Source: an optimization exercise on an open RTL-to-GDS flow (aim: small area). Production flows keep margins and buffers that such runs may drop. Function was checked by simulation only, so behaviour that the tests miss may differ from the original. The flow treats the clock pin as an ideal source, which a real chip does not have.

==> flow/design.v <==
module uart_apb_master(
input wire PCLK,
input wire PRESETn,
output wire o_uart_tx,
input wire i_uart_rx,
output wire PSEL,
output wire PENABLE,
output wire PWRITE,
input wire PREADY,
input wire PSLVERR,
output wire [31:0] PADDR,
output wire [31:0] PWDATA,
input wire [31:0] PRDATA
);
  reg  [8:0]  tmr;
  reg  [3:0]  bitcnt;
  reg  [4:0]  phase;
  reg         wflag;
  reg  [31:0] a;
  reg  [31:0] d;
  wire tick     = tmr[8] & tmr[7] & tmr[5] & tmr[4] & tmr[1];   
  wire s_tx     = phase[4] & (phase[3] | (phase[2] & phase[1]));
  wire s_sel    = phase[4] & ~phase[3] & phase[2] & ~phase[1];
  wire s_access = s_sel & phase[0];
  wire rx_wait  = ~s_tx & (bitcnt == 4'd0) & i_uart_rx;   
  wire b_end    = tick & (bitcnt == 4'd7);                 
  wire cmd_last = ~s_tx & (wflag ? phase[4] : phase[3]);   
  wire tx_first = ~phase[3] & ~phase[0];                   
  wire tx_last  = phase[3] & phase[2] & phase[1] & phase[0];
  wire rx_shift = ~s_tx & tick & bitcnt[3] & bitcnt[2];
  wire rx_corr  = ~s_tx & tick & (bitcnt == 4'd11) & ~i_uart_rx;
  wire move     = cmd_last & ~wflag & (bitcnt == 4'd7) & (tmr[8:5] == 4'd0);
  wire capture  = s_access & PREADY & ~wflag;
  wire tx_shift = s_tx & (bitcnt == 4'd7) & (tmr[8:2] == 7'd0) & ~tx_first;
  wire shift    = rx_shift | move | capture | tx_shift;
  wire sin      = bitcnt[3] & i_uart_rx;
  wire [31:0] prd;
  genvar g;
  generate
    for (g = 0; g < 32; g = g + 1) begin : perm
      assign prd[(g & ~3) | (3 - (g & 3))] = PRDATA[g];
      assign PADDR[g]  = a[(g & ~3) | (3 - (g & 3))];
      assign PWDATA[g] = d[(g & ~3) | (3 - (g & 3))];
    end
  endgenerate
  always @(posedge PCLK) begin
    if (shift) begin
      a <= {a[30:0], d[31]};
      d <= {d[30:0], sin} | (capture ? prd : 32'd0);
    end else if (rx_corr) begin
      d[3] <= ~d[3];
      d[2] <= d[2] ^ d[3];
      d[1] <= d[1] | (d[2] & d[3]);
      d[0] <= 1'b1;
    end
  end
  always @(posedge PCLK) begin
    if (phase == 5'd0)
      wflag <= d[3];
  end
  always @(posedge PCLK) begin
    if (tick | s_access)
      tmr <= 9'd0;
    else if (rx_wait)
      tmr <= 9'd256;
    else
      tmr <= tmr + 9'd1;
  end
  always @(posedge PCLK or negedge PRESETn) begin
    if (!PRESETn)
      bitcnt <= 4'd0;
    else if (s_access | b_end)
      bitcnt <= 4'd0;
    else if (tick)
      bitcnt <= bitcnt - 4'd1;
  end
  always @(posedge PCLK or negedge PRESETn) begin
    if (!PRESETn)
      phase <= 5'd0;
    else if (b_end & cmd_last)
      phase <= 5'd20;
    else if (b_end | (s_sel & (~phase[0] | PREADY)))
      phase <= phase + 5'd1;
  end
  wire [3:0] n = {d[28], d[29], d[30], d[31]};
  wire letter = n[3] & (n[2] | n[1]);
  wire [3:0] v = letter ? (n + 4'd7) : n;
  wire [7:0] hexch = {1'b0, letter, ~letter, ~letter, v};
  wire [7:0] txch = tx_first ? {5'b01110, wflag, 1'b1, wflag} :
                    tx_last  ? 8'h24 : hexch;
  wire txbit = bitcnt[3] ? txch[~bitcnt[2:0]] : bitcnt[0];
  assign o_uart_tx = ~s_tx | txbit;
  assign PSEL      = s_sel;
  assign PENABLE   = s_access;
  assign PWRITE    = wflag;
endmodule
clock: 20.0 ns
lec_check: 0
cap_margin: 20
core_margin: 2
core_utilization: 75
slew_margin: 20
standard.sh (not shown) runs the stock make flow with config.mk's settings and CLKGATE_MAP_FILE= SYNTH_SCRIPT=/design/flow/synth_recipe.tcl, a recipe that flattens the netlist after the stock synthesis.
==> flow/flow/run.sh <==
#!/bin/bash
# Standard synthesis, then an area-oriented re-mapping of its combinational
# logic (registers untouched), then the standard ORFS layout with buf_1 port
# buffers and a clock tree without dummy loads.
set -euo pipefail
R=orfs/results/sky130hd/uart_apb_master/base
LIB=$FLOW_HOME/platforms/sky130hd/lib/sky130_fd_sc_hd__tt_025C_1v80.lib

bash standard.sh synth > flow_synth.log 2>&1

cp $LIB lib.lib
yosys -q -p "read_liberty -ignore_miss_func lib.lib; write_verilog -noattr models_all.v" > models.log 2>&1
awk '/^module /{buf=""; keep=1} {buf=buf $0 "\n"} /always|^ *reg /{keep=0} /^endmodule/{if(keep) printf "%s", buf}' models_all.v > comb_models.v
cp $R/1_2_yosys.v std.v
# four seeds of the re-mapping in parallel; keep the smallest netlist
for S in 0 7 33 61; do
  mkdir -p rs_$S
  sed "s/SEED/$S/" flow/resyn.abc > rs_$S/resyn.abc
  (cd rs_$S && yosys -s ../flow/resyn.ys > resyn.log 2>&1) &
done
wait
best=""
for S in 0 7 33 61; do
  a=$(grep "Chip area" rs_$S/resyn.log | tail -1 | awk '{print $NF}') || true
  echo "seed $S area ${a:-failed}" >> resyn_pick.log
  if [[ -n "$a" && -f rs_$S/new.v ]] && { [[ -z "$best" ]] || awk -v x="$a" -v y="$ba" 'BEGIN{exit !(x<y)}'; }; then
    best=$S; ba=$a
  fi
done
echo "picked seed $best" >> resyn_pick.log
cp rs_$best/new.v $R/1_2_yosys.v
rm -f $R/1_synth.odb $R/1_synth.sdc

bash standard.sh \
  BUFFER_PORTS_ARGS="-buffer_cell sky130_fd_sc_hd__buf_1" \
  CTS_ARGS="${X_CTS_ARGS:--sink_clustering_enable -repair_clock_nets -dont_use_dummy_load -buf_list sky130_fd_sc_hd__clkbuf_4}" \
  PRE_GLOBAL_PLACE_TCL="$PWD/flow/downsize.tcl" \
  POST_CTS_TCL="$PWD/flow/post_cts.tcl" \
  finish > flow_make.log 2>&1
Other scripts of this flow, unchanged in this note and not shown: flow/flow/downsize.tcl, flow/flow/post_cts.tcl, flow/flow/resyn.abc, flow/flow/resyn.ys
Change:
--- a/flow/design.v
+++ b/flow/design.v
@@ -43,10 +43,13 @@
       assign PWDATA[g] = d[(g & ~3) | (3 - (g & 3))];
     end
   endgenerate
   always @(posedge PCLK) begin
+    if (rx_shift | move)
+      a <= {a[30:0], d[31]};
+  end
+  always @(posedge PCLK) begin
     if (shift) begin
-      a <= {a[30:0], d[31]};
       d <= {d[30:0], sin} | (capture ? prd : 32'd0);
     end else if (rx_corr) begin
       d[3] <= ~d[3];
       d[2] <= d[2] ^ d[3];
After rerunning:
- setup slack is about the same
- clock-buffer cell count does not change
- non-clock buffer count stays the same
- fmax barely changes
- cell area barely changes
- sequential cell count stays the same
- register-to-register slack loses 0.25 ns
- global-route usage fell by 2.8 points
- hold slack hardly moves
- utilization fell by 0.15 points

separate check: timing with driven ports:
The flow's constraints put no driver on any port. The routed layouts listed below were extracted and timed again, unchanged, in two steps. Step 1, drivers: a clkbuf_16 drives PCLK and a buf_2 each remaining input, both assumed. Step 2 moves the port delays by t, midway between the first and last clock arrival at a register: inputs arrive t later, outputs are due t later. That takes back most of the time a late clock gives input paths. a / b / c = ideal / step 1 / step 2; a / b = the first two.
| run | t (ns) | setup slack, ns | worst setup path at the end | worst register clock-pin slew, ns |
|---|---|---|---|---|
| the first run | 0.450 | 13.569 / 13.542 / 13.586 | input to register | 0.10 / 0.10 |
| the second run | 0.446 | 13.567 / 13.540 / 13.253 | input to register | 0.10 / 0.10 |
After both steps setup and hold are still met in every run listed. The setup slack of the second run, which loses most, moves by -0.027 ns with the drivers and by -0.314 ns with both steps.
